From an optimization exercise on the open Yosys and OpenROAD flow, aimed at small area, a short achievable clock period and few clock cycles per item; shortcuts taken in it are not production practice.
In this exercise RTL edits were held to simulation tests only and were not proved equivalent to the original.
Power figures rest on the tool's default switching activity, not on a simulated workload.

==> flow/run.sh <==
#!/bin/bash
# Standard layout, with timing repair aiming for a period of about 4.3 ns
# (setup margin 7.2 ns at the design's 11.5 ns clock).
set -euo pipefail
bash standard.sh SETUP_SLACK_MARGIN=7.2 finish > flow.log 2>&1
==> standard.sh <==
#!/bin/bash
# synth_recipe.tcl (not shown) runs the flow's synth.tcl, then flattens the netlist and writes it again
# the make line also repeats each setting of config.mk as NAME=value (left out here)
make -C /OpenROAD-flow-scripts/flow DESIGN_CONFIG=/design/flow/config.mk WORK_HOME=/design/flow/orfs CLKGATE_MAP_FILE= SYNTH_SCRIPT=/design/flow/synth_recipe.tcl "${@:-finish}"
==> config.mk <==
export PLATFORM = sky130hd
export DESIGN_NAME = geofence
export DESIGN_NICKNAME = geofence
export VERILOG_FILES = /design/flow/design.v
export SDC_FILE = /design/flow/constraint.sdc
export NUM_CORES = 4
export LEC_CHECK = 0
export CAP_MARGIN = 20
export CORE_MARGIN = 2
export CORE_UTILIZATION = 35
export SLEW_MARGIN = 20
export SYNTH_HIERARCHICAL = 1
export SYNTH_MINIMUM_KEEP_SIZE = 0
==> constraint.sdc <==
create_clock -name core_clock -period 11.5 [get_ports {clk}]
set_input_delay 2.3000 -clock core_clock [delete_from_list [all_inputs] [get_ports {clk}]]
set_output_delay 2.3000 -clock core_clock [all_outputs]
set_load 0.01 [all_outputs]
==> design.v <==
module geofence (clk, reset, X, Y, valid, is_inside);
input clk;
input reset;
input [9:0] X;
input [9:0] Y;
output valid;
output is_inside;
reg [4:0] k;
reg [9:0] px, py;        
reg [11:0] ms, md;       
reg [21:0] q;            
reg [7:0] sg;            
reg [21:0] sa3, sb4;     
reg [21:0] r, l;         
reg [21:0] w, u;         
reg [7:0] occ;           
reg [7:0] vin, vout;     
reg k7;                  
reg vld, ins;            
reg sur;                 
reg line;                
wire xneg, xpos, yneg, ypos;
wire [9:0] xmag, ymag;
absd a_x (.a(X), .b(px), .neg(xneg), .pos(xpos), .mag(xmag));
absd a_y (.a(Y), .b(py), .neg(yneg), .pos(ypos), .mag(ymag));
wire [11:0] ms1 = ms - 12'd1;
wire [11:0] mdp = md + 12'd1;
wire uneg, un1, wneg, wn1;
sgn3 s_u (.a({2'b0, X}), .b({2'b0, Y}), .c(ms), .s(uneg));
sgn3 s_u1 (.a({2'b0, X}), .b({2'b0, Y}), .c(ms1), .s(un1));
sgn3 s_w (.a({2'b0, Y}), .b(~{2'b0, X}), .c(mdp), .s(wneg));
sgn3 s_w1 (.a({2'b0, Y}), .b(~{2'b0, X}), .c(md), .s(wn1));
wire upos = !un1;
wire wpos = !wn1;
wire [21:0] iq = {xneg, yneg, xmag, ymag};
always @(posedge clk) begin
    q <= iq;
    sg <= {xneg, xpos, yneg, ypos, uneg, upos, wneg, wpos};
end
always @(posedge clk) begin
    if (k == 5'd0) begin
        px <= X;
        py <= Y;
        ms <= 12'd0 - {2'b0, X} - {2'b0, Y};
        md <= {2'b0, X} - {2'b0, Y};
    end
end
wire done = valid;
always @(posedge clk) begin
    if (reset || done)
        k <= 5'd0;
    else
        k <= k + 5'd1;
end
wire ld_r = k == 5'd2 || k == 5'd6 || k == 5'd9 || k == 5'd12;
wire ld_l = k == 5'd7 || k == 5'd10 || k == 5'd13;
reg upd, upd1, upd2;     
always @(posedge clk) begin
    upd <= !reset && !done && (k == 5'd3 || k == 5'd5 || k == 5'd8 || k == 5'd11 || k == 5'd14);
    upd1 <= !reset && !done && k == 5'd3;
    upd2 <= !reset && !done && k == 5'd5;
end
always @(posedge clk) begin
    if (k == 5'd3 || k == 5'd5 || k == 5'd7)
        sa3 <= q;
    if (k == 5'd6)
        sb4 <= q;
end
wire gxn = sg[7], gxp = sg[6], gyn = sg[5], gyp = sg[4];
wire gun = sg[3], gup = sg[2], gwn = sg[1], gwp = sg[0];
wire [7:0] cq = {gyn & !gun, !gxn & gun, gxn & !gwp, !gyp & gwp,
                 gyp & !gup, !gxp & gup, gxp & !gwn, !gyn & gwn};
always @(posedge clk) begin
    if (k == 5'd2)
        occ <= cq;
    else
        occ <= occ | cq;
end
wire [7:0] o = occ | cq;
wire [15:0] o2 = {o, o};
reg [7:0] succ, bad, tin, tout, fit;
integer c;
always @(*) begin
    for (c = 0; c < 8; c = c + 1)
        succ[c] = o2[c + 1 +: 3] != 3'd0;
    bad = o & ~succ;
end
wire [15:0] bad2 = {bad, bad};
always @(*) begin
    for (c = 0; c < 8; c = c + 1)
        fit[c] = o2[c + 4 +: 4] == 4'd0;
end
wire [15:0] fit2 = {fit, fit};
always @(*) begin
    for (c = 0; c < 8; c = c + 1) begin
        tin[c] = succ[c] && bad2[c + 1 +: 4] == 4'd0;
        tout[c] = fit2[c + 5 +: 4] != 4'd0;
    end
end
always @(posedge clk) begin
    vin <= tin;
    vout <= tin | tout;
    k7 <= !reset && !done && k == 5'd6;
end
wire wxs = w[21], wys = w[20], uxs = u[21], uys = u[20];
wire [9:0] wxm = w[19:10], wym = w[9:0], uxm = u[19:10], uym = u[9:0];
wire [20:0] ts, tc;
xtree tree (.wxm(wxm), .wym(wym), .uxm(uxm), .uym(uym), .s(ts), .c(tc));
reg [20:0] xs, xc;       
reg sa, sb, anz, bnz, opp;
always @(posedge clk) begin
    xs <= ts;
    xc <= tc;
    sa <= wxs ^ uys;
    sb <= wys ^ uxs;
    anz <= wxm != 10'd0 && uym != 10'd0;
    bnz <= wym != 10'd0 && uxm != 10'd0;
    opp <= (wxm != 10'd0 && uxm != 10'd0 && wxs != uxs) ||
           (wym != 10'd0 && uym != 10'd0 && wys != uys);
end
wire [20:0] cy = {1'b0, xs[19:0]} + {1'b0, xc[19:0]};
wire dneg = xs[20] ^ xc[20] ^ cy[20];
wire dz = (xs ^ xc) == {xs[19:0] | xc[19:0], 1'b0};
wire cn = (sa == sb) ? (sa ? !dneg && !dz : dneg) : (sa && (anz || bnz));
wire cp = (sa == sb) ? (sa ? dneg : !dneg && !dz) : (!sa && (anz || bnz));
reg crn, crp;            
always @(posedge clk) begin
    crn <= cn;
    crp <= cp;
end
reg rsw;
wire cur_r = upd1 || (upd2 && rsw);
wire cur_l = !(upd2 && rsw);
wire rn = cur_r ? cn : crn;
wire rp = cur_r ? cp : crp;
wire ln = cur_l ? cn : crn;
wire lp = cur_l ? cp : crp;
wire [21:0] v = upd1 ? sa3 : u;    
always @(posedge clk) begin
    if (upd1)
        rsw <= rn && !lp;
end
reg [21:0] rnx, lnx;
reg surnx, linenx;
always @(*) begin
    rnx = r;
    lnx = l;
    surnx = sur;
    linenx = line;
    if (k == 5'd2) begin
        rnx = q;
        lnx = q;
        surnx = 1'b0;
        linenx = 1'b0;
    end else if (upd && !sur) begin
        if (line) begin
            linenx = 1'b0;
            if (rn) begin
                rnx = l;
                lnx = r;
            end
        end else if (rn && lp) begin
            surnx = 1'b1;
        end else if (!rn && lp) begin
            lnx = v;
        end else if (rn && !lp) begin
            rnx = v;
        end else if (!rn && !rp && !ln && !lp && opp) begin
            lnx = v;
            linenx = 1'b1;
        end
    end
end
always @(posedge clk) begin
    r <= rnx;
    l <= lnx;
    sur <= surnx;
    line <= linenx;
end
always @(posedge clk) begin
    if (ld_r)
        w <= rnx;
    else if (ld_l)
        w <= l;
    else if (k == 5'd4)
        w <= sa3;
    case (k)
    5'd2, 5'd3: u <= iq;
    5'd6, 5'd12: u <= sa3;
    5'd9: u <= sb4;
    default: ;
    endcase
end
wire q_valid = k7 && (cq & vout) != 8'd0;
wire q_in = k7 && (cq & vin) != 8'd0;
always @(posedge clk) begin
    if (reset || done) begin
        vld <= 1'b0;
        ins <= 1'b0;
    end else begin
        vld <= (k >= 5'd7 && surnx) || k == 5'd15;
        ins <= k >= 5'd7 && surnx;
    end
end
assign valid = vld || q_valid;
assign is_inside = ins || q_in;
endmodule
module sgn3 (a, b, c, s);
input [11:0] a, b, c;
output s;
wire [11:0] t = a + b + c;
assign s = t[11];
endmodule
module absd (a, b, neg, pos, mag);
input [9:0] a, b;
output neg, pos;
output [9:0] mag;
wire [10:0] d = {1'b0, a} - {1'b0, b};
wire [10:0] n = {1'b0, b} - {1'b0, a};
assign neg = d[10];
assign pos = n[10];
assign mag = neg ? n[9:0] : d[9:0];
endmodule
module xtree (wxm, wym, uxm, uym, s, c);
input [9:0] wxm, wym, uxm, uym;
output [20:0] s, c;
wire t1 = (wxm[0] & uym[9]) ^ ~(wym[0] & uxm[9]) ^ (wxm[1] & uym[8]);
wire t2 = ((wxm[0] & uym[9]) & ~(wym[0] & uxm[9])) | ((wxm[0] & uym[9]) & (wxm[1] & uym[8])) | (~(wym[0] & uxm[9]) & (wxm[1] & uym[8]));
wire t3 = (wxm[1] & uym[9]) ^ ~(wym[1] & uxm[9]);
wire t4 = (wxm[1] & uym[9]) & ~(wym[1] & uxm[9]);
wire t5 = (wxm[0] & uym[6]) ^ ~(wym[0] & uxm[6]) ^ (wxm[1] & uym[5]);
wire t6 = ((wxm[0] & uym[6]) & ~(wym[0] & uxm[6])) | ((wxm[0] & uym[6]) & (wxm[1] & uym[5])) | (~(wym[0] & uxm[6]) & (wxm[1] & uym[5]));
wire t7 = (wxm[0] & uym[7]) ^ ~(wym[0] & uxm[7]) ^ (wxm[1] & uym[6]);
wire t8 = ((wxm[0] & uym[7]) & ~(wym[0] & uxm[7])) | ((wxm[0] & uym[7]) & (wxm[1] & uym[6])) | (~(wym[0] & uxm[7]) & (wxm[1] & uym[6]));
wire t9 = ~(wym[1] & uxm[6]) ^ (wxm[2] & uym[5]) ^ ~(wym[2] & uxm[5]);
wire t10 = (~(wym[1] & uxm[6]) & (wxm[2] & uym[5])) | (~(wym[1] & uxm[6]) & ~(wym[2] & uxm[5])) | ((wxm[2] & uym[5]) & ~(wym[2] & uxm[5]));
wire t11 = (wxm[3] & uym[4]) ^ ~(wym[3] & uxm[4]);
wire t12 = (wxm[3] & uym[4]) & ~(wym[3] & uxm[4]);
wire t13 = (wxm[0] & uym[8]) ^ ~(wym[0] & uxm[8]) ^ (wxm[1] & uym[7]);
wire t14 = ((wxm[0] & uym[8]) & ~(wym[0] & uxm[8])) | ((wxm[0] & uym[8]) & (wxm[1] & uym[7])) | (~(wym[0] & uxm[8]) & (wxm[1] & uym[7]));
wire t15 = ~(wym[1] & uxm[7]) ^ (wxm[2] & uym[6]) ^ ~(wym[2] & uxm[6]);
wire t16 = (~(wym[1] & uxm[7]) & (wxm[2] & uym[6])) | (~(wym[1] & uxm[7]) & ~(wym[2] & uxm[6])) | ((wxm[2] & uym[6]) & ~(wym[2] & uxm[6]));
wire t17 = (wxm[3] & uym[5]) ^ ~(wym[3] & uxm[5]) ^ (wxm[4] & uym[4]);
wire t18 = ((wxm[3] & uym[5]) & ~(wym[3] & uxm[5])) | ((wxm[3] & uym[5]) & (wxm[4] & uym[4])) | (~(wym[3] & uxm[5]) & (wxm[4] & uym[4]));
wire t19 = ~(wym[4] & uxm[4]) ^ (wxm[5] & uym[3]) ^ ~(wym[5] & uxm[3]);
wire t20 = (~(wym[4] & uxm[4]) & (wxm[5] & uym[3])) | (~(wym[4] & uxm[4]) & ~(wym[5] & uxm[3])) | ((wxm[5] & uym[3]) & ~(wym[5] & uxm[3]));
wire t21 = (wxm[6] & uym[2]) ^ ~(wym[6] & uxm[2]);
wire t22 = (wxm[6] & uym[2]) & ~(wym[6] & uxm[2]);
wire t23 = ~(wym[1] & uxm[8]) ^ (wxm[2] & uym[7]) ^ ~(wym[2] & uxm[7]);
wire t24 = (~(wym[1] & uxm[8]) & (wxm[2] & uym[7])) | (~(wym[1] & uxm[8]) & ~(wym[2] & uxm[7])) | ((wxm[2] & uym[7]) & ~(wym[2] & uxm[7]));
wire t25 = (wxm[3] & uym[6]) ^ ~(wym[3] & uxm[6]) ^ (wxm[4] & uym[5]);
wire t26 = ((wxm[3] & uym[6]) & ~(wym[3] & uxm[6])) | ((wxm[3] & uym[6]) & (wxm[4] & uym[5])) | (~(wym[3] & uxm[6]) & (wxm[4] & uym[5]));
wire t27 = ~(wym[4] & uxm[5]) ^ (wxm[5] & uym[4]) ^ ~(wym[5] & uxm[4]);
wire t28 = (~(wym[4] & uxm[5]) & (wxm[5] & uym[4])) | (~(wym[4] & uxm[5]) & ~(wym[5] & uxm[4])) | ((wxm[5] & uym[4]) & ~(wym[5] & uxm[4]));
wire t29 = (wxm[6] & uym[3]) ^ ~(wym[6] & uxm[3]) ^ (wxm[7] & uym[2]);
wire t30 = ((wxm[6] & uym[3]) & ~(wym[6] & uxm[3])) | ((wxm[6] & uym[3]) & (wxm[7] & uym[2])) | (~(wym[6] & uxm[3]) & (wxm[7] & uym[2]));
wire t31 = ~(wym[7] & uxm[2]) ^ (wxm[8] & uym[1]) ^ ~(wym[8] & uxm[1]);
wire t32 = (~(wym[7] & uxm[2]) & (wxm[8] & uym[1])) | (~(wym[7] & uxm[2]) & ~(wym[8] & uxm[1])) | ((wxm[8] & uym[1]) & ~(wym[8] & uxm[1]));
wire t33 = (wxm[9] & uym[0]) ^ ~(wym[9] & uxm[0]);
wire t34 = (wxm[9] & uym[0]) & ~(wym[9] & uxm[0]);
wire t35 = (wxm[2] & uym[8]) ^ ~(wym[2] & uxm[8]) ^ (wxm[3] & uym[7]);
wire t36 = ((wxm[2] & uym[8]) & ~(wym[2] & uxm[8])) | ((wxm[2] & uym[8]) & (wxm[3] & uym[7])) | (~(wym[2] & uxm[8]) & (wxm[3] & uym[7]));
wire t37 = ~(wym[3] & uxm[7]) ^ (wxm[4] & uym[6]) ^ ~(wym[4] & uxm[6]);
wire t38 = (~(wym[3] & uxm[7]) & (wxm[4] & uym[6])) | (~(wym[3] & uxm[7]) & ~(wym[4] & uxm[6])) | ((wxm[4] & uym[6]) & ~(wym[4] & uxm[6]));
wire t39 = (wxm[5] & uym[5]) ^ ~(wym[5] & uxm[5]) ^ (wxm[6] & uym[4]);
wire t40 = ((wxm[5] & uym[5]) & ~(wym[5] & uxm[5])) | ((wxm[5] & uym[5]) & (wxm[6] & uym[4])) | (~(wym[5] & uxm[5]) & (wxm[6] & uym[4]));
wire t41 = ~(wym[6] & uxm[4]) ^ (wxm[7] & uym[3]) ^ ~(wym[7] & uxm[3]);
wire t42 = (~(wym[6] & uxm[4]) & (wxm[7] & uym[3])) | (~(wym[6] & uxm[4]) & ~(wym[7] & uxm[3])) | ((wxm[7] & uym[3]) & ~(wym[7] & uxm[3]));
wire t43 = (wxm[8] & uym[2]) ^ ~(wym[8] & uxm[2]) ^ (wxm[9] & uym[1]);
wire t44 = ((wxm[8] & uym[2]) & ~(wym[8] & uxm[2])) | ((wxm[8] & uym[2]) & (wxm[9] & uym[1])) | (~(wym[8] & uxm[2]) & (wxm[9] & uym[1]));
wire t45 = ~(wym[9] & uxm[1]) ^ 1'b1 ^ t2;
wire t46 = (~(wym[9] & uxm[1]) & 1'b1) | (~(wym[9] & uxm[1]) & t2) | (1'b1 & t2);
wire t47 = (wxm[2] & uym[9]) ^ ~(wym[2] & uxm[9]) ^ (wxm[3] & uym[8]);
wire t48 = ((wxm[2] & uym[9]) & ~(wym[2] & uxm[9])) | ((wxm[2] & uym[9]) & (wxm[3] & uym[8])) | (~(wym[2] & uxm[9]) & (wxm[3] & uym[8]));
wire t49 = ~(wym[3] & uxm[8]) ^ (wxm[4] & uym[7]) ^ ~(wym[4] & uxm[7]);
wire t50 = (~(wym[3] & uxm[8]) & (wxm[4] & uym[7])) | (~(wym[3] & uxm[8]) & ~(wym[4] & uxm[7])) | ((wxm[4] & uym[7]) & ~(wym[4] & uxm[7]));
wire t51 = (wxm[5] & uym[6]) ^ ~(wym[5] & uxm[6]) ^ (wxm[6] & uym[5]);
wire t52 = ((wxm[5] & uym[6]) & ~(wym[5] & uxm[6])) | ((wxm[5] & uym[6]) & (wxm[6] & uym[5])) | (~(wym[5] & uxm[6]) & (wxm[6] & uym[5]));
wire t53 = ~(wym[6] & uxm[5]) ^ (wxm[7] & uym[4]) ^ ~(wym[7] & uxm[4]);
wire t54 = (~(wym[6] & uxm[5]) & (wxm[7] & uym[4])) | (~(wym[6] & uxm[5]) & ~(wym[7] & uxm[4])) | ((wxm[7] & uym[4]) & ~(wym[7] & uxm[4]));
wire t55 = (wxm[8] & uym[3]) ^ ~(wym[8] & uxm[3]) ^ (wxm[9] & uym[2]);
wire t56 = ((wxm[8] & uym[3]) & ~(wym[8] & uxm[3])) | ((wxm[8] & uym[3]) & (wxm[9] & uym[2])) | (~(wym[8] & uxm[3]) & (wxm[9] & uym[2]));
wire t57 = (wxm[3] & uym[9]) ^ ~(wym[3] & uxm[9]) ^ (wxm[4] & uym[8]);
wire t58 = ((wxm[3] & uym[9]) & ~(wym[3] & uxm[9])) | ((wxm[3] & uym[9]) & (wxm[4] & uym[8])) | (~(wym[3] & uxm[9]) & (wxm[4] & uym[8]));
wire t59 = ~(wym[4] & uxm[8]) ^ (wxm[5] & uym[7]) ^ ~(wym[5] & uxm[7]);
wire t60 = (~(wym[4] & uxm[8]) & (wxm[5] & uym[7])) | (~(wym[4] & uxm[8]) & ~(wym[5] & uxm[7])) | ((wxm[5] & uym[7]) & ~(wym[5] & uxm[7]));
wire t61 = (wxm[6] & uym[6]) ^ ~(wym[6] & uxm[6]) ^ (wxm[7] & uym[5]);
wire t62 = ((wxm[6] & uym[6]) & ~(wym[6] & uxm[6])) | ((wxm[6] & uym[6]) & (wxm[7] & uym[5])) | (~(wym[6] & uxm[6]) & (wxm[7] & uym[5]));
wire t63 = (wxm[4] & uym[9]) ^ ~(wym[4] & uxm[9]) ^ (wxm[5] & uym[8]);
wire t64 = ((wxm[4] & uym[9]) & ~(wym[4] & uxm[9])) | ((wxm[4] & uym[9]) & (wxm[5] & uym[8])) | (~(wym[4] & uxm[9]) & (wxm[5] & uym[8]));
wire t65 = (wxm[0] & uym[4]) ^ ~(wym[0] & uxm[4]) ^ (wxm[1] & uym[3]);
wire t66 = ((wxm[0] & uym[4]) & ~(wym[0] & uxm[4])) | ((wxm[0] & uym[4]) & (wxm[1] & uym[3])) | (~(wym[0] & uxm[4]) & (wxm[1] & uym[3]));
wire t67 = (wxm[0] & uym[5]) ^ ~(wym[0] & uxm[5]) ^ (wxm[1] & uym[4]);
wire t68 = ((wxm[0] & uym[5]) & ~(wym[0] & uxm[5])) | ((wxm[0] & uym[5]) & (wxm[1] & uym[4])) | (~(wym[0] & uxm[5]) & (wxm[1] & uym[4]));
wire t69 = ~(wym[1] & uxm[4]) ^ (wxm[2] & uym[3]) ^ ~(wym[2] & uxm[3]);
wire t70 = (~(wym[1] & uxm[4]) & (wxm[2] & uym[3])) | (~(wym[1] & uxm[4]) & ~(wym[2] & uxm[3])) | ((wxm[2] & uym[3]) & ~(wym[2] & uxm[3]));
wire t71 = (wxm[3] & uym[2]) ^ ~(wym[3] & uxm[2]);
wire t72 = (wxm[3] & uym[2]) & ~(wym[3] & uxm[2]);
wire t73 = ~(wym[1] & uxm[5]) ^ (wxm[2] & uym[4]) ^ ~(wym[2] & uxm[4]);
wire t74 = (~(wym[1] & uxm[5]) & (wxm[2] & uym[4])) | (~(wym[1] & uxm[5]) & ~(wym[2] & uxm[4])) | ((wxm[2] & uym[4]) & ~(wym[2] & uxm[4]));
wire t75 = (wxm[3] & uym[3]) ^ ~(wym[3] & uxm[3]) ^ (wxm[4] & uym[2]);
wire t76 = ((wxm[3] & uym[3]) & ~(wym[3] & uxm[3])) | ((wxm[3] & uym[3]) & (wxm[4] & uym[2])) | (~(wym[3] & uxm[3]) & (wxm[4] & uym[2]));
wire t77 = ~(wym[4] & uxm[2]) ^ (wxm[5] & uym[1]) ^ ~(wym[5] & uxm[1]);
wire t78 = (~(wym[4] & uxm[2]) & (wxm[5] & uym[1])) | (~(wym[4] & uxm[2]) & ~(wym[5] & uxm[1])) | ((wxm[5] & uym[1]) & ~(wym[5] & uxm[1]));
wire t79 = (wxm[6] & uym[0]) ^ ~(wym[6] & uxm[0]);
wire t80 = (wxm[6] & uym[0]) & ~(wym[6] & uxm[0]);
wire t81 = (wxm[4] & uym[3]) ^ ~(wym[4] & uxm[3]) ^ (wxm[5] & uym[2]);
wire t82 = ((wxm[4] & uym[3]) & ~(wym[4] & uxm[3])) | ((wxm[4] & uym[3]) & (wxm[5] & uym[2])) | (~(wym[4] & uxm[3]) & (wxm[5] & uym[2]));
wire t83 = ~(wym[5] & uxm[2]) ^ (wxm[6] & uym[1]) ^ ~(wym[6] & uxm[1]);
wire t84 = (~(wym[5] & uxm[2]) & (wxm[6] & uym[1])) | (~(wym[5] & uxm[2]) & ~(wym[6] & uxm[1])) | ((wxm[6] & uym[1]) & ~(wym[6] & uxm[1]));
wire t85 = (wxm[7] & uym[0]) ^ ~(wym[7] & uxm[0]) ^ 1'b1;
wire t86 = ((wxm[7] & uym[0]) & ~(wym[7] & uxm[0])) | ((wxm[7] & uym[0]) & 1'b1) | (~(wym[7] & uxm[0]) & 1'b1);
wire t87 = t6 ^ t7 ^ t9;
wire t88 = (t6 & t7) | (t6 & t9) | (t7 & t9);
wire t89 = (wxm[7] & uym[1]) ^ ~(wym[7] & uxm[1]) ^ (wxm[8] & uym[0]);
wire t90 = ((wxm[7] & uym[1]) & ~(wym[7] & uxm[1])) | ((wxm[7] & uym[1]) & (wxm[8] & uym[0])) | (~(wym[7] & uxm[1]) & (wxm[8] & uym[0]));
wire t91 = ~(wym[8] & uxm[0]) ^ 1'b1 ^ t8;
wire t92 = (~(wym[8] & uxm[0]) & 1'b1) | (~(wym[8] & uxm[0]) & t8) | (1'b1 & t8);
wire t93 = t10 ^ t12 ^ t13;
wire t94 = (t10 & t12) | (t10 & t13) | (t12 & t13);
wire t95 = t15 ^ t17 ^ t19;
wire t96 = (t15 & t17) | (t15 & t19) | (t17 & t19);
wire t97 = 1'b1 ^ t1 ^ t14;
wire t98 = (1'b1 & t1) | (1'b1 & t14) | (t1 & t14);
wire t99 = t16 ^ t18 ^ t20;
wire t100 = (t16 & t18) | (t16 & t20) | (t18 & t20);
wire t101 = t22 ^ t23 ^ t25;
wire t102 = (t22 & t23) | (t22 & t25) | (t23 & t25);
wire t103 = t27 ^ t29 ^ t31;
wire t104 = (t27 & t29) | (t27 & t31) | (t29 & t31);
wire t105 = t3 ^ t24 ^ t26;
wire t106 = (t3 & t24) | (t3 & t26) | (t24 & t26);
wire t107 = t28 ^ t30 ^ t32;
wire t108 = (t28 & t30) | (t28 & t32) | (t30 & t32);
wire t109 = t34 ^ t35 ^ t37;
wire t110 = (t34 & t35) | (t34 & t37) | (t35 & t37);
wire t111 = t39 ^ t41 ^ t43;
wire t112 = (t39 & t41) | (t39 & t43) | (t41 & t43);
wire t113 = ~(wym[9] & uxm[2]) ^ t4 ^ t36;
wire t114 = (~(wym[9] & uxm[2]) & t4) | (~(wym[9] & uxm[2]) & t36) | (t4 & t36);
wire t115 = t38 ^ t40 ^ t42;
wire t116 = (t38 & t40) | (t38 & t42) | (t40 & t42);
wire t117 = t44 ^ t46 ^ t47;
wire t118 = (t44 & t46) | (t44 & t47) | (t46 & t47);
wire t119 = t49 ^ t51 ^ t53;
wire t120 = (t49 & t51) | (t49 & t53) | (t51 & t53);
wire t121 = ~(wym[7] & uxm[5]) ^ (wxm[8] & uym[4]) ^ ~(wym[8] & uxm[4]);
wire t122 = (~(wym[7] & uxm[5]) & (wxm[8] & uym[4])) | (~(wym[7] & uxm[5]) & ~(wym[8] & uxm[4])) | ((wxm[8] & uym[4]) & ~(wym[8] & uxm[4]));
wire t123 = (wxm[9] & uym[3]) ^ ~(wym[9] & uxm[3]) ^ t48;
wire t124 = ((wxm[9] & uym[3]) & ~(wym[9] & uxm[3])) | ((wxm[9] & uym[3]) & t48) | (~(wym[9] & uxm[3]) & t48);
wire t125 = t50 ^ t52 ^ t54;
wire t126 = (t50 & t52) | (t50 & t54) | (t52 & t54);
wire t127 = t56 ^ t57 ^ t59;
wire t128 = (t56 & t57) | (t56 & t59) | (t57 & t59);
wire t129 = ~(wym[5] & uxm[8]) ^ (wxm[6] & uym[7]) ^ ~(wym[6] & uxm[7]);
wire t130 = (~(wym[5] & uxm[8]) & (wxm[6] & uym[7])) | (~(wym[5] & uxm[8]) & ~(wym[6] & uxm[7])) | ((wxm[6] & uym[7]) & ~(wym[6] & uxm[7]));
wire t131 = (wxm[7] & uym[6]) ^ ~(wym[7] & uxm[6]) ^ (wxm[8] & uym[5]);
wire t132 = ((wxm[7] & uym[6]) & ~(wym[7] & uxm[6])) | ((wxm[7] & uym[6]) & (wxm[8] & uym[5])) | (~(wym[7] & uxm[6]) & (wxm[8] & uym[5]));
wire t133 = ~(wym[8] & uxm[5]) ^ (wxm[9] & uym[4]) ^ ~(wym[9] & uxm[4]);
wire t134 = (~(wym[8] & uxm[5]) & (wxm[9] & uym[4])) | (~(wym[8] & uxm[5]) & ~(wym[9] & uxm[4])) | ((wxm[9] & uym[4]) & ~(wym[9] & uxm[4]));
wire t135 = t58 ^ t60 ^ t62;
wire t136 = (t58 & t60) | (t58 & t62) | (t60 & t62);
wire t137 = (wxm[5] & uym[9]) ^ ~(wym[5] & uxm[9]) ^ (wxm[6] & uym[8]);
wire t138 = ((wxm[5] & uym[9]) & ~(wym[5] & uxm[9])) | ((wxm[5] & uym[9]) & (wxm[6] & uym[8])) | (~(wym[5] & uxm[9]) & (wxm[6] & uym[8]));
wire t139 = ~(wym[6] & uxm[8]) ^ (wxm[7] & uym[7]) ^ ~(wym[7] & uxm[7]);
wire t140 = (~(wym[6] & uxm[8]) & (wxm[7] & uym[7])) | (~(wym[6] & uxm[8]) & ~(wym[7] & uxm[7])) | ((wxm[7] & uym[7]) & ~(wym[7] & uxm[7]));
wire t141 = (wxm[8] & uym[6]) ^ ~(wym[8] & uxm[6]) ^ (wxm[9] & uym[5]);
wire t142 = ((wxm[8] & uym[6]) & ~(wym[8] & uxm[6])) | ((wxm[8] & uym[6]) & (wxm[9] & uym[5])) | (~(wym[8] & uxm[6]) & (wxm[9] & uym[5]));
wire t143 = (wxm[6] & uym[9]) ^ ~(wym[6] & uxm[9]) ^ (wxm[7] & uym[8]);
wire t144 = ((wxm[6] & uym[9]) & ~(wym[6] & uxm[9])) | ((wxm[6] & uym[9]) & (wxm[7] & uym[8])) | (~(wym[6] & uxm[9]) & (wxm[7] & uym[8]));
wire t145 = (wxm[0] & uym[2]) ^ ~(wym[0] & uxm[2]);
wire t146 = (wxm[0] & uym[2]) & ~(wym[0] & uxm[2]);
wire t147 = (wxm[0] & uym[3]) ^ ~(wym[0] & uxm[3]) ^ (wxm[1] & uym[2]);
wire t148 = ((wxm[0] & uym[3]) & ~(wym[0] & uxm[3])) | ((wxm[0] & uym[3]) & (wxm[1] & uym[2])) | (~(wym[0] & uxm[3]) & (wxm[1] & uym[2]));
wire t149 = ~(wym[1] & uxm[2]) ^ (wxm[2] & uym[1]) ^ ~(wym[2] & uxm[1]);
wire t150 = (~(wym[1] & uxm[2]) & (wxm[2] & uym[1])) | (~(wym[1] & uxm[2]) & ~(wym[2] & uxm[1])) | ((wxm[2] & uym[1]) & ~(wym[2] & uxm[1]));
wire t151 = ~(wym[1] & uxm[3]) ^ (wxm[2] & uym[2]) ^ ~(wym[2] & uxm[2]);
wire t152 = (~(wym[1] & uxm[3]) & (wxm[2] & uym[2])) | (~(wym[1] & uxm[3]) & ~(wym[2] & uxm[2])) | ((wxm[2] & uym[2]) & ~(wym[2] & uxm[2]));
wire t153 = (wxm[3] & uym[1]) ^ ~(wym[3] & uxm[1]) ^ (wxm[4] & uym[0]);
wire t154 = ((wxm[3] & uym[1]) & ~(wym[3] & uxm[1])) | ((wxm[3] & uym[1]) & (wxm[4] & uym[0])) | (~(wym[3] & uxm[1]) & (wxm[4] & uym[0]));
wire t155 = ~(wym[4] & uxm[0]) ^ 1'b1;
wire t156 = ~(wym[4] & uxm[0]) & 1'b1;
wire t157 = (wxm[4] & uym[1]) ^ ~(wym[4] & uxm[1]) ^ (wxm[5] & uym[0]);
wire t158 = ((wxm[4] & uym[1]) & ~(wym[4] & uxm[1])) | ((wxm[4] & uym[1]) & (wxm[5] & uym[0])) | (~(wym[4] & uxm[1]) & (wxm[5] & uym[0]));
wire t159 = ~(wym[5] & uxm[0]) ^ 1'b1 ^ t66;
wire t160 = (~(wym[5] & uxm[0]) & 1'b1) | (~(wym[5] & uxm[0]) & t66) | (1'b1 & t66);
wire t161 = t67 ^ t69 ^ t71;
wire t162 = (t67 & t69) | (t67 & t71) | (t69 & t71);
wire t163 = 1'b1 ^ t5 ^ t68;
wire t164 = (1'b1 & t5) | (1'b1 & t68) | (t5 & t68);
wire t165 = t70 ^ t72 ^ t73;
wire t166 = (t70 & t72) | (t70 & t73) | (t72 & t73);
wire t167 = t75 ^ t77 ^ t79;
wire t168 = (t75 & t77) | (t75 & t79) | (t77 & t79);
wire t169 = t11 ^ t74 ^ t76;
wire t170 = (t11 & t74) | (t11 & t76) | (t74 & t76);
wire t171 = t78 ^ t80 ^ t81;
wire t172 = (t78 & t80) | (t78 & t81) | (t80 & t81);
wire t173 = t83 ^ t85 ^ t87;
wire t174 = (t83 & t85) | (t83 & t87) | (t85 & t87);
wire t175 = t21 ^ t82 ^ t84;
wire t176 = (t21 & t82) | (t21 & t84) | (t82 & t84);
wire t177 = t86 ^ t88 ^ t89;
wire t178 = (t86 & t88) | (t86 & t89) | (t88 & t89);
wire t179 = t91 ^ t93 ^ t95;
wire t180 = (t91 & t93) | (t91 & t95) | (t93 & t95);
wire t181 = t33 ^ t90 ^ t92;
wire t182 = (t33 & t90) | (t33 & t92) | (t90 & t92);
wire t183 = t94 ^ t96 ^ t97;
wire t184 = (t94 & t96) | (t94 & t97) | (t96 & t97);
wire t185 = t99 ^ t101 ^ t103;
wire t186 = (t99 & t101) | (t99 & t103) | (t101 & t103);
wire t187 = t45 ^ t98 ^ t100;
wire t188 = (t45 & t98) | (t45 & t100) | (t98 & t100);
wire t189 = t102 ^ t104 ^ t105;
wire t190 = (t102 & t104) | (t102 & t105) | (t104 & t105);
wire t191 = t107 ^ t109 ^ t111;
wire t192 = (t107 & t109) | (t107 & t111) | (t109 & t111);
wire t193 = t55 ^ t106 ^ t108;
wire t194 = (t55 & t106) | (t55 & t108) | (t106 & t108);
wire t195 = t110 ^ t112 ^ t113;
wire t196 = (t110 & t112) | (t110 & t113) | (t112 & t113);
wire t197 = t115 ^ t117 ^ t119;
wire t198 = (t115 & t117) | (t115 & t119) | (t117 & t119);
wire t199 = t61 ^ t114 ^ t116;
wire t200 = (t61 & t114) | (t61 & t116) | (t114 & t116);
wire t201 = t118 ^ t120 ^ t121;
wire t202 = (t118 & t120) | (t118 & t121) | (t120 & t121);
wire t203 = t123 ^ t125 ^ t127;
wire t204 = (t123 & t125) | (t123 & t127) | (t125 & t127);
wire t205 = t63 ^ t122 ^ t124;
wire t206 = (t63 & t122) | (t63 & t124) | (t122 & t124);
wire t207 = t126 ^ t128 ^ t129;
wire t208 = (t126 & t128) | (t126 & t129) | (t128 & t129);
wire t209 = t131 ^ t133 ^ t135;
wire t210 = (t131 & t133) | (t131 & t135) | (t133 & t135);
wire t211 = ~(wym[9] & uxm[5]) ^ t64 ^ t130;
wire t212 = (~(wym[9] & uxm[5]) & t64) | (~(wym[9] & uxm[5]) & t130) | (t64 & t130);
wire t213 = t132 ^ t134 ^ t136;
wire t214 = (t132 & t134) | (t132 & t136) | (t134 & t136);
wire t215 = t137 ^ t139 ^ t141;
wire t216 = (t137 & t139) | (t137 & t141) | (t139 & t141);
wire t217 = ~(wym[7] & uxm[8]) ^ (wxm[8] & uym[7]) ^ ~(wym[8] & uxm[7]);
wire t218 = (~(wym[7] & uxm[8]) & (wxm[8] & uym[7])) | (~(wym[7] & uxm[8]) & ~(wym[8] & uxm[7])) | ((wxm[8] & uym[7]) & ~(wym[8] & uxm[7]));
wire t219 = (wxm[9] & uym[6]) ^ ~(wym[9] & uxm[6]) ^ t138;
wire t220 = ((wxm[9] & uym[6]) & ~(wym[9] & uxm[6])) | ((wxm[9] & uym[6]) & t138) | (~(wym[9] & uxm[6]) & t138);
wire t221 = t140 ^ t142 ^ t143;
wire t222 = (t140 & t142) | (t140 & t143) | (t142 & t143);
wire t223 = (wxm[7] & uym[9]) ^ ~(wym[7] & uxm[9]) ^ (wxm[8] & uym[8]);
wire t224 = ((wxm[7] & uym[9]) & ~(wym[7] & uxm[9])) | ((wxm[7] & uym[9]) & (wxm[8] & uym[8])) | (~(wym[7] & uxm[9]) & (wxm[8] & uym[8]));
wire t225 = ~(wym[8] & uxm[8]) ^ (wxm[9] & uym[7]) ^ ~(wym[9] & uxm[7]);
wire t226 = (~(wym[8] & uxm[8]) & (wxm[9] & uym[7])) | (~(wym[8] & uxm[8]) & ~(wym[9] & uxm[7])) | ((wxm[9] & uym[7]) & ~(wym[9] & uxm[7]));
wire t227 = (wxm[0] & uym[1]) ^ ~(wym[0] & uxm[1]);
wire t228 = (wxm[0] & uym[1]) & ~(wym[0] & uxm[1]);
wire t229 = (wxm[1] & uym[1]) ^ ~(wym[1] & uxm[1]) ^ (wxm[2] & uym[0]);
wire t230 = ((wxm[1] & uym[1]) & ~(wym[1] & uxm[1])) | ((wxm[1] & uym[1]) & (wxm[2] & uym[0])) | (~(wym[1] & uxm[1]) & (wxm[2] & uym[0]));
wire t231 = ~(wym[2] & uxm[0]) ^ 1'b1;
wire t232 = ~(wym[2] & uxm[0]) & 1'b1;
wire t233 = (wxm[3] & uym[0]) ^ ~(wym[3] & uxm[0]) ^ 1'b1;
wire t234 = ((wxm[3] & uym[0]) & ~(wym[3] & uxm[0])) | ((wxm[3] & uym[0]) & 1'b1) | (~(wym[3] & uxm[0]) & 1'b1);
wire t235 = t146 ^ t147 ^ t149;
wire t236 = (t146 & t147) | (t146 & t149) | (t147 & t149);
wire t237 = t65 ^ t148 ^ t150;
wire t238 = (t65 & t148) | (t65 & t150) | (t148 & t150);
wire t239 = t151 ^ t153 ^ t155;
wire t240 = (t151 & t153) | (t151 & t155) | (t153 & t155);
wire t241 = t152 ^ t154 ^ t156;
wire t242 = (t152 & t154) | (t152 & t156) | (t154 & t156);
wire t243 = t157 ^ t159 ^ t161;
wire t244 = (t157 & t159) | (t157 & t161) | (t159 & t161);
wire t245 = t158 ^ t160 ^ t162;
wire t246 = (t158 & t160) | (t158 & t162) | (t160 & t162);
wire t247 = t163 ^ t165 ^ t167;
wire t248 = (t163 & t165) | (t163 & t167) | (t165 & t167);
wire t249 = t164 ^ t166 ^ t168;
wire t250 = (t164 & t166) | (t164 & t168) | (t166 & t168);
wire t251 = t169 ^ t171 ^ t173;
wire t252 = (t169 & t171) | (t169 & t173) | (t171 & t173);
wire t253 = t170 ^ t172 ^ t174;
wire t254 = (t170 & t172) | (t170 & t174) | (t172 & t174);
wire t255 = t175 ^ t177 ^ t179;
wire t256 = (t175 & t177) | (t175 & t179) | (t177 & t179);
wire t257 = t176 ^ t178 ^ t180;
wire t258 = (t176 & t178) | (t176 & t180) | (t178 & t180);
wire t259 = t181 ^ t183 ^ t185;
wire t260 = (t181 & t183) | (t181 & t185) | (t183 & t185);
wire t261 = t182 ^ t184 ^ t186;
wire t262 = (t182 & t184) | (t182 & t186) | (t184 & t186);
wire t263 = t187 ^ t189 ^ t191;
wire t264 = (t187 & t189) | (t187 & t191) | (t189 & t191);
wire t265 = t188 ^ t190 ^ t192;
wire t266 = (t188 & t190) | (t188 & t192) | (t190 & t192);
wire t267 = t193 ^ t195 ^ t197;
wire t268 = (t193 & t195) | (t193 & t197) | (t195 & t197);
wire t269 = t194 ^ t196 ^ t198;
wire t270 = (t194 & t196) | (t194 & t198) | (t196 & t198);
wire t271 = t199 ^ t201 ^ t203;
wire t272 = (t199 & t201) | (t199 & t203) | (t201 & t203);
wire t273 = t200 ^ t202 ^ t204;
wire t274 = (t200 & t202) | (t200 & t204) | (t202 & t204);
wire t275 = t205 ^ t207 ^ t209;
wire t276 = (t205 & t207) | (t205 & t209) | (t207 & t209);
wire t277 = t206 ^ t208 ^ t210;
wire t278 = (t206 & t208) | (t206 & t210) | (t208 & t210);
wire t279 = t211 ^ t213 ^ t215;
wire t280 = (t211 & t213) | (t211 & t215) | (t213 & t215);
wire t281 = t212 ^ t214 ^ t216;
wire t282 = (t212 & t214) | (t212 & t216) | (t214 & t216);
wire t283 = t217 ^ t219 ^ t221;
wire t284 = (t217 & t219) | (t217 & t221) | (t219 & t221);
wire t285 = t144 ^ t218 ^ t220;
wire t286 = (t144 & t218) | (t144 & t220) | (t218 & t220);
wire t287 = t222 ^ t223 ^ t225;
wire t288 = (t222 & t223) | (t222 & t225) | (t223 & t225);
wire t289 = (wxm[8] & uym[9]) ^ ~(wym[8] & uxm[9]) ^ (wxm[9] & uym[8]);
wire t290 = ((wxm[8] & uym[9]) & ~(wym[8] & uxm[9])) | ((wxm[8] & uym[9]) & (wxm[9] & uym[8])) | (~(wym[8] & uxm[9]) & (wxm[9] & uym[8]));
wire t291 = ~(wym[9] & uxm[8]) ^ t224 ^ t226;
wire t292 = (~(wym[9] & uxm[8]) & t224) | (~(wym[9] & uxm[8]) & t226) | (t224 & t226);
wire t293 = (wxm[1] & uym[0]) ^ ~(wym[1] & uxm[0]);
wire t294 = (wxm[1] & uym[0]) & ~(wym[1] & uxm[0]);
wire t295 = t145 ^ t228 ^ t229;
wire t296 = (t145 & t228) | (t145 & t229) | (t228 & t229);
wire t297 = t230 ^ t232 ^ t233;
wire t298 = (t230 & t232) | (t230 & t233) | (t232 & t233);
wire t299 = t234 ^ t236 ^ t237;
wire t300 = (t234 & t236) | (t234 & t237) | (t236 & t237);
wire t301 = t238 ^ t240 ^ t241;
wire t302 = (t238 & t240) | (t238 & t241) | (t240 & t241);
wire t303 = t242 ^ t244 ^ t245;
wire t304 = (t242 & t244) | (t242 & t245) | (t244 & t245);
wire t305 = t246 ^ t248 ^ t249;
wire t306 = (t246 & t248) | (t246 & t249) | (t248 & t249);
wire t307 = t250 ^ t252 ^ t253;
wire t308 = (t250 & t252) | (t250 & t253) | (t252 & t253);
wire t309 = t254 ^ t256 ^ t257;
wire t310 = (t254 & t256) | (t254 & t257) | (t256 & t257);
wire t311 = t258 ^ t260 ^ t261;
wire t312 = (t258 & t260) | (t258 & t261) | (t260 & t261);
wire t313 = t262 ^ t264 ^ t265;
wire t314 = (t262 & t264) | (t262 & t265) | (t264 & t265);
wire t315 = t266 ^ t268 ^ t269;
wire t316 = (t266 & t268) | (t266 & t269) | (t268 & t269);
wire t317 = t270 ^ t272 ^ t273;
wire t318 = (t270 & t272) | (t270 & t273) | (t272 & t273);
wire t319 = t274 ^ t276 ^ t277;
wire t320 = (t274 & t276) | (t274 & t277) | (t276 & t277);
wire t321 = t278 ^ t280 ^ t281;
wire t322 = (t278 & t280) | (t278 & t281) | (t280 & t281);
wire t323 = t282 ^ t284 ^ t285;
wire t324 = (t282 & t284) | (t282 & t285) | (t284 & t285);
wire t325 = t286 ^ t288 ^ t289;
wire t326 = (t286 & t288) | (t286 & t289) | (t288 & t289);
wire t327 = (wxm[9] & uym[9]) ^ ~(wym[9] & uxm[9]) ^ t290;
wire t328 = ((wxm[9] & uym[9]) & ~(wym[9] & uxm[9])) | ((wxm[9] & uym[9]) & t290) | (~(wym[9] & uxm[9]) & t290);
wire t329 = (wxm[0] & uym[0]) ^ ~(wym[0] & uxm[0]);
wire t330 = (wxm[0] & uym[0]) & ~(wym[0] & uxm[0]);
wire t331 = 1'b1 ^ t227 ^ t293;
wire t332 = (1'b1 & t227) | (1'b1 & t293) | (t227 & t293);
wire t333 = t231 ^ t294 ^ t295;
wire t334 = (t231 & t294) | (t231 & t295) | (t294 & t295);
wire t335 = t235 ^ t296 ^ t297;
wire t336 = (t235 & t296) | (t235 & t297) | (t296 & t297);
wire t337 = t239 ^ t298 ^ t299;
wire t338 = (t239 & t298) | (t239 & t299) | (t298 & t299);
wire t339 = t243 ^ t300 ^ t301;
wire t340 = (t243 & t300) | (t243 & t301) | (t300 & t301);
wire t341 = t247 ^ t302 ^ t303;
wire t342 = (t247 & t302) | (t247 & t303) | (t302 & t303);
wire t343 = t251 ^ t304 ^ t305;
wire t344 = (t251 & t304) | (t251 & t305) | (t304 & t305);
wire t345 = t255 ^ t306 ^ t307;
wire t346 = (t255 & t306) | (t255 & t307) | (t306 & t307);
wire t347 = t259 ^ t308 ^ t309;
wire t348 = (t259 & t308) | (t259 & t309) | (t308 & t309);
wire t349 = t263 ^ t310 ^ t311;
wire t350 = (t263 & t310) | (t263 & t311) | (t310 & t311);
wire t351 = t267 ^ t312 ^ t313;
wire t352 = (t267 & t312) | (t267 & t313) | (t312 & t313);
wire t353 = t271 ^ t314 ^ t315;
wire t354 = (t271 & t314) | (t271 & t315) | (t314 & t315);
wire t355 = t275 ^ t316 ^ t317;
wire t356 = (t275 & t316) | (t275 & t317) | (t316 & t317);
wire t357 = t279 ^ t318 ^ t319;
wire t358 = (t279 & t318) | (t279 & t319) | (t318 & t319);
wire t359 = t283 ^ t320 ^ t321;
wire t360 = (t283 & t320) | (t283 & t321) | (t320 & t321);
wire t361 = t287 ^ t322 ^ t323;
wire t362 = (t287 & t322) | (t287 & t323) | (t322 & t323);
wire t363 = t291 ^ t324 ^ t325;
wire t364 = (t291 & t324) | (t291 & t325) | (t324 & t325);
wire t365 = t292 ^ t326 ^ t327;
wire t366 = (t292 & t326) | (t292 & t327) | (t326 & t327);
assign s[0] = 1'b1;
assign c[0] = t329;
assign s[1] = t330;
assign c[1] = t331;
assign s[2] = t332;
assign c[2] = t333;
assign s[3] = t334;
assign c[3] = t335;
assign s[4] = t336;
assign c[4] = t337;
assign s[5] = t338;
assign c[5] = t339;
assign s[6] = t340;
assign c[6] = t341;
assign s[7] = t342;
assign c[7] = t343;
assign s[8] = t344;
assign c[8] = t345;
assign s[9] = t346;
assign c[9] = t347;
assign s[10] = t348;
assign c[10] = t349;
assign s[11] = t350;
assign c[11] = t351;
assign s[12] = t352;
assign c[12] = t353;
assign s[13] = t354;
assign c[13] = t355;
assign s[14] = t356;
assign c[14] = t357;
assign s[15] = t358;
assign c[15] = t359;
assign s[16] = t360;
assign c[16] = t361;
assign s[17] = t362;
assign c[17] = t363;
assign s[18] = t364;
assign c[18] = t365;
assign s[19] = t328;
assign c[19] = t366;
assign s[20] = 1'b1;
assign c[20] = 1'b0;
endmodule
==> impl_metrics.csv, run 1 <==
group,metric,value,unit
die,start_util,0.353,
clock_network,htree_levels,2,
critical_path,endpoint_kind,"flop",
timing,clock_skew,24.2,ps
clock_network,insertion_delay,550,ps
timing,rsz0062_at_grt,"yes",
logic_synthesis,synth-seq-cells,289,
logic_synthesis,synth_edf_count,153,
timing,fin_crit_sh,0.366,
routing,drtAntennaViolNets,0,
routing,dr.first_iter.drc_count,1366,
logic_synthesis,synthAdderAreaFrac,0.258,
routing,wl_met2,29100,um
routing,wl_met3,3460,um
logic_synthesis,synth.distinct_cells,85,
critical_path,worstSetupStartpointType,"input pin",
timing,fin_setup_tns,0,ps
critical_path,critPathMaxFanout,10,
routing,vias,17480,
global_route,grt_first_pass_wirelength,97700,um
cells_and_area,area_growth,9.51,%
timing,setup_viol,0,
die,io_pins,24,
logic_synthesis,synth_top_area_frac,0.190,
pwr,p_per_area,230,nW/um2
outcome,status,"timing/DRC/antenna clean",
logic_synthesis,yosysSeqAreaShare,0.302,
global_route,gr-total-overflow,0,
timing,relSlewSlack,0.252,
die,die_w,267,um
timing,setup_ws,7290,ps
cells_and_area,fin_cells,3369,
cells_and_area,fin_nets,2856,
hold_path,worstHoldPathType,"reg2reg",
cells_and_area,drive_gt1_frac,0.116,
place,io_buffers,23,
pwr,ir_drop,0.128,mV
logic_synthesis,synth_mux_area_frac,0.0187,
place,dp.cells,3247,
global_route,grt_pass1_vias,18275,
cells_and_area,stdcell_area,26500,um2
timing,finalHoldViolations,0,
logic_synthesis,synth_area_leaders,"edfxtp_1 19%, fa_1 17%, dfxtp_1 11%, ha_1 8.5%, inv_1 5.6%",
critical_path,path_class,"in2reg",
routing,routed_wl,60400,um
die,rows,96,
run,max-cap-violations,0,
place,place_ws,5580,ps
place,dpl_cell_area,24800,um2
clock_network,hold_buffers,0,
logic_synthesis,synthCells,2450,
clock_network,numCtsBuffers,35,
routing,dr.pass1.iters,6,
logic_synthesis,synth_top_family_by_area,"adder cells",
place,gp_congestion,0.877,
routing,remaining_drc_errors,0,
global_route,antenna_found_initial,0,
timing,tightest_slew,1120,ps
global_route,grt_use_total,0.172,
routing,wirelength_met1,26000,um
timing,fmaxAchievable,0.238,GHz
die,core_region_area,68500,um2
logic_synthesis,synth_compound_area_frac,0.130,
routing,routed.top_layer,"met4",
routing,wire_per_inst,17.9,um
clock_network,cts.sinks,289,
place,hpwlAfterDp,43500,um
logic_synthesis,synth-simple-area-share,0.155,
clock_network,clk_pin_slew,60,ps
logic_synthesis,synth-async-reset-ratio,0,
clock_network,cts_buffer_depth,3,
critical_path,arrival,4520,ps
logic_synthesis,netlist.top_cell.by_area,"edfxtp_1",
routing,via_per_inst,5.19,
logic_synthesis,netlist_area,24200,um2
timing,drv_slew,0,
cells_and_area,num_antenna_cells,0,
cells_and_area,ff_latch_area,7320,um2
die,die-area,71200,um2
clock_network,root_buffer,"clkbuf_16",
global_route,grt_max_degree,72,
logic_synthesis,avgSynthCellArea,9.87,um2
logic_synthesis,synth_xor_area_frac,0.0354,
die,die_h,267,um
cells_and_area,multi_input_area,14700,um2
clock_network,cts_tree,"yes",
logic_synthesis,yosysWarnings,7,
cells_and_area,fill_cells,6727,
critical_path,worstPathRequired,11810,ps
timing,period_needed,4210,ps
logic_synthesis,ys.flop_type,"edfxtp_1",
pwr,p_leak,11.3,nW
[cells in the mapped netlist (39+ instances only)]
master / n
o21ai_0: 74
nor2b_1: 39
fa_1: 209
nand2_1: 250
buf_4: 63
dfxtp_1: 136
nor2_1: 114
xnor2_1: 60
and2_1: 104
a211oi_1: 72
a22oi_1: 40
ha_1: 165
edfxtp_1: 153
inv_1: 360
a21oi_1: 66
mux2i_1: 40
[worst max-delay path, stage by stage]
cell and delay [ps]:
buf_6 160, clkinvlp_4 130, ha_4 180, xnor2_1 130, ha_1 340, a21o_1 200, a21oi_2 160, o21ai_1 80
a21oi_1 190, nand2b_1 150, a21boi_1 80, o21ai_1 130, nand2_1 70, a21oi_2 130, xnor2_1 70
[routing by layer]
layer | vias to the layer above | track usage
met5 | - | 0
met4 | 0 | 0.0664
met3 | 128 | 0.0221
met2 | 629 | 0.295
met1 | 8595 | 0.220
li1 | 8128 | -
[modules after synthesis, one instance, submodules excluded]
module / cell area (um2) / cells / copies in the design
geofence: 14500 / 1374 / 1
xtree: 5620 / 602 / 1
absd: 910 / 121 / 2
sgn3: 553 / 58 / 4
[metrics by stage]
step / util / hold WS, ps / total power, mW
finish: 0.387 / 459 / 6.09
global route: 0.387 / 472 / 6.78
CTS: 0.380 / 461 / 6.12
global placement: 0.362 / 439 / 4.83
detailed placement: 0.362 / 440 / 4.97
floorplan: - / 425 / 5.05
[flip-flops by register name, summed over array words and instances, names as in the netlist, 12 cells and up]
register / count
q: 21
u: 22
sa3: 22
ms: 12
w: 22
sb4: 22
l: 22
r: 22
xs: 21
xc: 21
[cell families after synthesis]
kind of cell,count (synthesis)
xor+xnor,96
compound gates,428
simple gates,714
other cells,4
buf+inv,501
fa+ha+maj,374
mux,44
flops,289
[power breakdown]
group	internal [mW]	switching [mW]	total, mW	leakage, nW
logic	1.39	1.89	3.28	8.17
registers	1.47	0.240	1.70	2.56
clock network	0.651	0.450	1.10	0.559
[final cells by class]
| cell class | instances | area share |
|---|---|---|
| flip-flops and latches | 289 | 0.276 |
| multi-input cells | 1677 | 0.557 |
| repair buffers | 97 | 0.0308 |
| inverters | 360 | 0.0513 |
| well taps | 882 | 0.0417 |
| clock inverters | 15 | 0.00576 |
| clock buffers | 49 | 0.0374 |
[repair_timing]
action / 4_1_cts / 5_1_grt
gates cloned: 0 / 2
gates resized for setup: 92 / 42
pin swaps: 0 / 8
setup buffers: 5 / 51
setup endpoints to repair: 124 / 52
[final timing paths]
kind | endpoint | slack (ps) | cells past startpoint | from
min | occ[4] | 460 | 1 | occ[4]
max reg2reg | xc[8] | 7300 | 11 | w[2]
min reg2reg | occ[4] | 460 | 1 | occ[4]
max | ms[10] | 7290 | 15 | X[1]
[cells in the final DEF, fill, tap and decap left out, types with 31 or more instances in the layout]
cell       instances
a22oi_1           40
and2_1           102
nor2_1           112
o21ai_0           66
xnor2_1           60
inv_1            358
nor2b_1           31
a21oi_1           62
ha_1             154
edfxtp_1         153
mux2i_1           39
fa_1             206
buf_4             69
nand2_1          250
xor2_1            34
dfxtp_1          133
a211oi_1          72
clkbuf_16         36
Testbench counts, summed over its fixed seeds: cycles 14,865, items 1,600.
==> run 2: changes to the inputs <==
--- a/config.mk
+++ b/config.mk
@@ -7,7 +7,7 @@
 export LEC_CHECK = 0
 export CAP_MARGIN = 20
 export CORE_MARGIN = 2
-export CORE_UTILIZATION = 35
+export CORE_UTILIZATION = 45
 export SLEW_MARGIN = 20
 export SYNTH_HIERARCHICAL = 1
 export SYNTH_MINIMUM_KEEP_SIZE = 0
==> impl_metrics.csv, run 2 <==
group,metric,value,unit
outcome,status,"timing/DRC/antenna clean",
routing,remaining_drc_errors,0,
cells_and_area,fin_nets,2850,
timing,setup_viol,0,
timing,fin_crit_sh,0.367,
place,dp.cells,3053,
clock_network,cts.sinks,289,
logic_synthesis,yosysSeqAreaShare,0.302,
die,start_util,0.458,
cells_and_area,area_growth,8.61,%
die,die_w,236,um
pwr,ir_drop,0.143,mV
timing,clock_skew,24.4,ps
global_route,grt_first_pass_wirelength,98400,um
global_route,grt_max_degree,72,
place,gp_congestion,0.856,
pwr,p_total,6.21,mW
critical_path,worstPathRequired,11920,ps
routing,wire_per_inst,19.2,um
routing,routed_wl,61000,um
critical_path,worstSetupStartpointType,"flop",
logic_synthesis,yosysWarnings,7,
timing,period_needed,4220,ps
clock_network,numCtsBuffers,36,
timing,fin_setup_tns,0,ps
logic_synthesis,netlist_area,24200,um2
pwr,p_per_area,236,nW/um2
logic_synthesis,synthCells,2450,
logic_synthesis,synth-async-reset-ratio,0,
global_route,antenna_found_initial,1,
logic_synthesis,synth_edf_count,153,
place,io_buffers,23,
logic_synthesis,ys.flop_type,"edfxtp_1",
global_route,grt_use_total,0.221,
logic_synthesis,yosysMostFrequentCell,"inv_1",
routing,via_per_inst,5.47,
critical_path,arrival,4640,ps
die,core_region_area,52900,um2
logic_synthesis,synth-seq-cells,289,
global_route,grt_pass1_vias,17989,
timing,tightest_slew,1110,ps
clock_network,root_buffer,"clkbuf_16",
cells_and_area,final_common_cell,"inv_1",
routing,drtAntennaViolNets,0,
routing,vias,17335,
critical_path,endpoint_kind,"flop",
clock_network,cts_tree,"yes",
clock_network,htree_levels,2,
timing,relSlewSlack,0.258,
cells_and_area,drive_gt1_frac,0.115,
place,hpwlAfterDp,43900,um
hold_path,worstHoldPathType,"reg2reg",
logic_synthesis,synth.distinct_cells,85,
critical_path,path_class,"reg2reg",
logic_synthesis,synth_area_leaders,"edfxtp_1 19%, fa_1 17%, dfxtp_1 11%, ha_1 8.5%, inv_1 5.6%",
cells_and_area,fill_cells,4903,
cells_and_area,fin_cells,3170,
die,io_pins,24,
global_route,gr-total-overflow,0,
routing,dr.pass1.iters,5,
cells_and_area,num_antenna_cells,0,
cells_and_area,stdcell_area,26300,um2
place,dpl_cell_area,24500,um2
logic_synthesis,synth_top_area_frac,0.190,
clock_network,clk_pin_slew,60,ps
critical_path,critPathMaxFanout,12,
die,die_h,236,um
pwr,p_leak,11.3,nW
routing,dr.first_iter.drc_count,1326,
logic_synthesis,avgSynthCellArea,9.87,um2
timing,drv_slew,0,
timing,rsz0062_at_grt,"yes",
logic_synthesis,synthTopCellsByCount,"360 x inv_1, 250 x nand2_1, 209 x fa_1",
logic_synthesis,netlist.top_cell.by_area,"edfxtp_1",
die,die-area,55600,um2
die,rows,84,
clock_network,cts_buffer_depth,3,
timing,fmaxAchievable,0.237,GHz
run,max-cap-violations,0,
clock_network,insertion_delay,570,ps
clock_network,hold_buffers,0,
timing,finalHoldViolations,0,
cells_and_area,layout_common_cells,"357 x inv_1, 250 x nand2_1, 206 x fa_1, 156 x ha_1, 153 x edfxtp_1",
[run 2: cell type report]
| type | count | area, um2 | share of cell area |
|---|---|---|---|
| timing repair buffer | 89 | 742 | 0.0282 |
| clock inverter | 13 | 149 | 0.00567 |
| tap | 688 | 861 | 0.0328 |
| inverter | 360 | 1360 | 0.0517 |
| multi-input combinational | 1678 | 14800 | 0.562 |
| clock buffer | 53 | 1060 | 0.0402 |
| sequential | 289 | 7330 | 0.279 |
[run 2: per-module statistics from Yosys (local to each module, per instance)]
module | times used | cell area (um2) | cells inside
absd | 2 | 910 | 121
geofence | 1 | 14500 | 1374
sgn3 | 4 | 553 | 58
xtree | 1 | 5620 | 602
[run 2: layer usage]
metal	GRT usage	wire (um)	vias to the layer above
met3	0.0338	3360	96
met2	0.386	30200	502
met5	0	0	-
li1	-	-	8142
met4	0.0739	1650	0
met1	0.280	25800	8595
[run 2: per-stage QoR]
step / hold WS [ps] / setup WS (ps) / util
detailed placement: 445 / 5630 / 0.464
CTS: 457 / 7170 / 0.489
global route: 467 / 7150 / 0.497
finish: 451 / 7280 / 0.497
global placement: 434 / 5670 / 0.464
floorplan: 425 / 7050 / -
[run 2: repair_timing]
item,CTS,global route
setup buffers,4,44
cloned,1,2
endpoints found under the hold margin,0,0
resized for setup,93,51
pin swaps,1,11
setup endpoints to repair,124,59
[run 2: worst paths after layout]
kind	from	to	slack [ps]	cells after the start
worst max-delay path	u[12]	xc[11]	7280	9
worst min-delay path	q[16]	sb4[16]	450	0
worst max register to register	u[12]	xc[11]	7280	9
worst min register to register	q[16]	sb4[16]	450	0
[run 2: cells by family (layout without fill, tap and decap cells)]
kind of cell    after synthesis  in the layout  synth area share
xor+xnor                     96             96            0.0354
fa+ha+maj                   374            374             0.258
buf+inv                     501            515            0.0999
simple gates                714            716             0.155
other cells                   4             19          0.000620
flops                       289            289             0.302
compound gates              428            429             0.130
mux                          44             44            0.0187
[run 2: worst max-delay path, stage by stage (launching register included)]
cell and delay (ps):
edfxtp_1 770, nand2_1 160, fa_1 540, inv_1 60, fa_1 500, fa_1 460, fa_1 520, fa_1 550
inv_1 50, fa_1 450
[run 2: report_power, final]
group	switching (mW)	total [mW]	internal, mW
registers	0.244	1.71	1.47
logic	1.92	3.34	1.42
clock network	0.469	1.16	0.690
total	2.64	6.21	3.58
==> run 3: changes to the inputs <==
--- a/design.v
+++ b/design.v
@@ -37,12 +37,14 @@
     q <= iq;
     sg <= {xneg, xpos, yneg, ypos, uneg, upos, wneg, wpos};
 end
+wire [11:0] ims, imd;
+pcon pc (.x(X), .y(Y), .ms(ims), .md(imd));
 always @(posedge clk) begin
     if (k == 5'd0) begin
         px <= X;
         py <= Y;
-        ms <= 12'd0 - {2'b0, X} - {2'b0, Y};
-        md <= {2'b0, X} - {2'b0, Y};
+        ms <= ims;
+        md <= imd;
     end
 end
 wire done = valid;
@@ -221,6 +223,12 @@
 assign pos = n[10];
 assign mag = neg ? n[9:0] : d[9:0];
 endmodule
+module pcon (x, y, ms, md);
+input [9:0] x, y;
+output [11:0] ms, md;
+assign ms = 12'd0 - {2'b0, x} - {2'b0, y};
+assign md = {2'b0, x} - {2'b0, y};
+endmodule
 module xtree (wxm, wym, uxm, uym, s, c);
 input [9:0] wxm, wym, uxm, uym;
 output [20:0] s, c;
--- a/config.mk
+++ b/config.mk
@@ -7,7 +7,7 @@
 export LEC_CHECK = 0
 export CAP_MARGIN = 20
 export CORE_MARGIN = 2
-export CORE_UTILIZATION = 45
+export CORE_UTILIZATION = 35
 export SLEW_MARGIN = 20
 export SYNTH_HIERARCHICAL = 1
 export SYNTH_MINIMUM_KEEP_SIZE = 0
==> impl_metrics.csv, run 3 <==
group,metric,value,unit
outcome,status,"timing/DRC/antenna clean",
critical_path,endpoint_kind,"flop",
routing,vias,17469,
logic_synthesis,synth-seq-cells,291,
timing,rsz0062_at_grt,"yes",
clock_network,clk_pin_slew,60,ps
logic_synthesis,synth_edf_count,155,
timing,fmaxAchievable,0.235,GHz
die,rows,95,
global_route,gr-total-overflow,0,
global_route,antenna_found_initial,0,
timing,tightest_slew,1120,ps
pwr,ir_drop,0.147,mV
logic_synthesis,synthTopCellsByCount,"358 x inv_1, 312 x nand2_1, 209 x fa_1",
timing,setup_viol,0,
routing,routed_wl,61200,um
clock_network,hold_buffers,0,
cells_and_area,utilization,0.388,
critical_path,cp_cell_sequence,"clkbuf_4 > inv_2 > ha_2 > nor3b_4 > xnor2_1 > ha_1 > a21oi_1 > o22ai_1 > nor2_1 > o21ai_1 > a21oi_1 > xnor2_1",
cells_and_area,ff_latch_area,7390,um2
cells_and_area,num_antenna_cells,0,
logic_synthesis,netlist_area,23900,um2
logic_synthesis,yosysSeqAreaShare,0.309,
logic_synthesis,yosysMostFrequentCell,"inv_1",
place,dp.cells,3263,
timing,fin_crit_sh,0.370,
logic_synthesis,netlist.top_cell.by_area,"edfxtp_1",
cells_and_area,multi_input_area,14600,um2
routing,remaining_drc_errors,0,
logic_synthesis,synth_top_area_frac,0.195,
run,max-cap-violations,0,
logic_synthesis,synthCells,2477,
critical_path,arrival,4520,ps
critical_path,worstSetupStartpointType,"input pin",
routing,wire_per_inst,18.2,um
routing,dr.first_iter.drc_count,1392,
clock_network,cts_buffer_depth,3,
die,die-area,70300,um2
pwr,p_leak,11.4,nW
pwr,p_total,6.33,mW
global_route,grt_pass1_vias,18344,
timing,drv_slew,0,
logic_synthesis,synth-async-reset-ratio,0,
critical_path,crit_family,"compound AO/OA/AOI/OAI gates",
timing,finalHoldViolations,0,
cells_and_area,final_common_cell,"inv_1",
critical_path,path_class,"in2reg",
clock_network,cts.sinks,291,
logic_synthesis,synth.distinct_cells,87,
clock_network,htree_levels,2,
timing,relSlewSlack,0.252,
cells_and_area,drive_gt1_frac,0.0965,
die,start_util,0.354,
place,gp_congestion,0.899,
die,io_pins,24,
routing,via_per_inst,5.18,
timing,clock_skew,20.8,ps
die,die_h,265,um
critical_path,critPathMaxFanout,10,
cells_and_area,layout_common_cells,"356 x inv_1, 311 x nand2_1, 207 x fa_1, 158 x ha_1, 155 x edfxtp_1",
clock_network,insertion_delay,550,ps
logic_synthesis,synth_area_leaders,"edfxtp_1 19%, fa_1 18%, dfxtp_1 11%, ha_1 8.6%, inv_1 5.6%",
routing,drtAntennaViolNets,0,
global_route,grt_first_pass_wirelength,97900,um
critical_path,crit_slowest_cell,"ha_1",
cells_and_area,fin_nets,2868,
critical_path,max_stage_delay,360,ps
global_route,grt_max_degree,57,
timing,period_needed,4250,ps
timing,fin_setup_tns,0,ps
hold_path,worstHoldPathType,"reg2reg",
critical_path,worstPathRequired,11770,ps
global_route,grt_use_total,0.175,
clock_network,cts_tree,"yes",
critical_path,critPathBufInv,2,
clock_network,numCtsBuffers,35,
die,core_region_area,67400,um2
cells_and_area,area_growth,9.60,%
place,io_buffers,23,
place,hpwlAfterDp,43800,um
cells_and_area,fill_cells,6591,
clock_network,root_buffer,"clkbuf_16",
cells_and_area,fin_cells,3370,
logic_synthesis,avgSynthCellArea,9.64,um2
logic_synthesis,ys.flop_type,"edfxtp_1",
pwr,p_per_area,242,nW/um2
logic_synthesis,yosysWarnings,7,
die,die_w,265,um
routing,dr.pass1.iters,6,
## run 3: cell count changes after synthesis, moves of 21 or more
cell	before	now
a211oi_2	26	0
nand3_1	26	55
o31ai_1	21	0
a21oi_1	66	123
nor2_1	114	83
a211oi_1	72	4
nand2_1	250	312
nand2b_1	30	6
o221ai_1	2	24
## run 3: cells by family (layout without fill, tap and decap cells)
group / Yosys count / after routing / share of synthesized area
AOI/OAI and AO/OA: 401 / 402 / 0.112
and+or+nand+nor: 720 / 722 / 0.146
buffers and inverters: 499 / 501 / 0.0938
adders and majority gates: 374 / 374 / 0.262
other: 4 / 19 / 0.000629
muxes: 85 / 85 / 0.0376
DFF: 291 / 291 / 0.309
xor gates and xnor gates: 103 / 103 / 0.0384
## run 3: cell type report
cell class	instances	share of cell area
repair buffers	81	0.0266
flip-flops and latches	291	0.282
inverters	358	0.0514
well taps	873	0.0418
multi-input cells	1705	0.557
clock buffers	53	0.0380
clock inverters	9	0.00306
## run 3: layer usage
layer | vias to the layer above | global-route usage | wire length (um)
met2 | 580 | 0.309 | 30300
met5 | - | 0 | 0
met3 | 147 | 0.0236 | 3380
li1 | 8135 | - | -
met4 | 0 | 0.0721 | 2140
met1 | 8607 | 0.216 | 25300
## run 3: Yosys stat by module (local to each module, per instance)
module	cell area, um2	flops+latches	cells inside
geofence	13400	291	1284
sgn3	522	0	55
pcon	975	0	129
absd	910	0	121
xtree	5620	0	602
## run 3: per-stage QoR
stage	worst slack [ps]	hold slack, ps	instance area, um2
global placement	6050	430	24600
detailed placement	6010	445	24600
global route	7140	486	26200
finish	7250	454	26200
floorplan	7140	419	23900
CTS	7140	459	25800
## run 3: power breakdown
part | internal (mW) | switching, mW
Clock | 0.621 | 0.437
Combinational | 1.52 | 1.99
Sequential | 1.48 | 0.274
## run 3: final timing paths
kind,slack [ps],to,from,cells past startpoint
setup / recovery,7250,ms[10],X[1],12
hold / removal,450,occ[2],occ[2],1
setup reg to reg,7280,l[17],xs[15],12
hold reg to reg,450,occ[2],occ[2],1
## run 3: timing repair
item	in CTS	in global routing
setup endpoints to repair	81	42
pin swaps	4	12
cloned	1	2
buffers inserted	4	38
resized for setup	83	60
## run 3: worst reg2reg max path: cells and delay by family, from the launching register on
kind / cells / cell delay (ps)
DFF: 1 / 330
adders and majority gates: 1 / 340
xor gates and xnor gates: 1 / 210
and+or+nand+nor: 4 / 1930
buffers and inverters: 2 / 240
AOI/OAI and AO/OA: 3 / 730
muxes: 1 / 150
Testbench counts of run 3, summed over its fixed seeds: cycles 14,865, items 1,600.

==> what the ideal ports hide <==
No port has a modelled driver above. Below, the same layouts with a new extraction and two added sets of constraints. Step 1: set_driving_cell puts a clkbuf_16 on clk and a buf_2 on each other input, an assumption about the parent block. Step 2, shift: input delay + t, output delay - t, t = (earliest + latest rising clock arrival at the registers) / 2. This alone moves slack from input paths to output paths. Slacks: no drivers / after step 1 / after step 2; pairs: no drivers / after step 1.
run | t (ns) | slack for setup (ns) | worst data-port slew with drivers (ns)
run 1 | 0.603 | 7.293 / 7.266 / 6.709 | 0.07
run 2 | 0.613 | 7.280 / 7.243 / 6.682 | 0.05
run 3 | 0.595 | 7.250 / 7.253 / 6.693 | 0.03
After both steps every run listed still meets setup and hold. For run 2, which loses most, drivers alone change the setup slack by -0.037 ns; drivers and shift together by -0.598 ns.
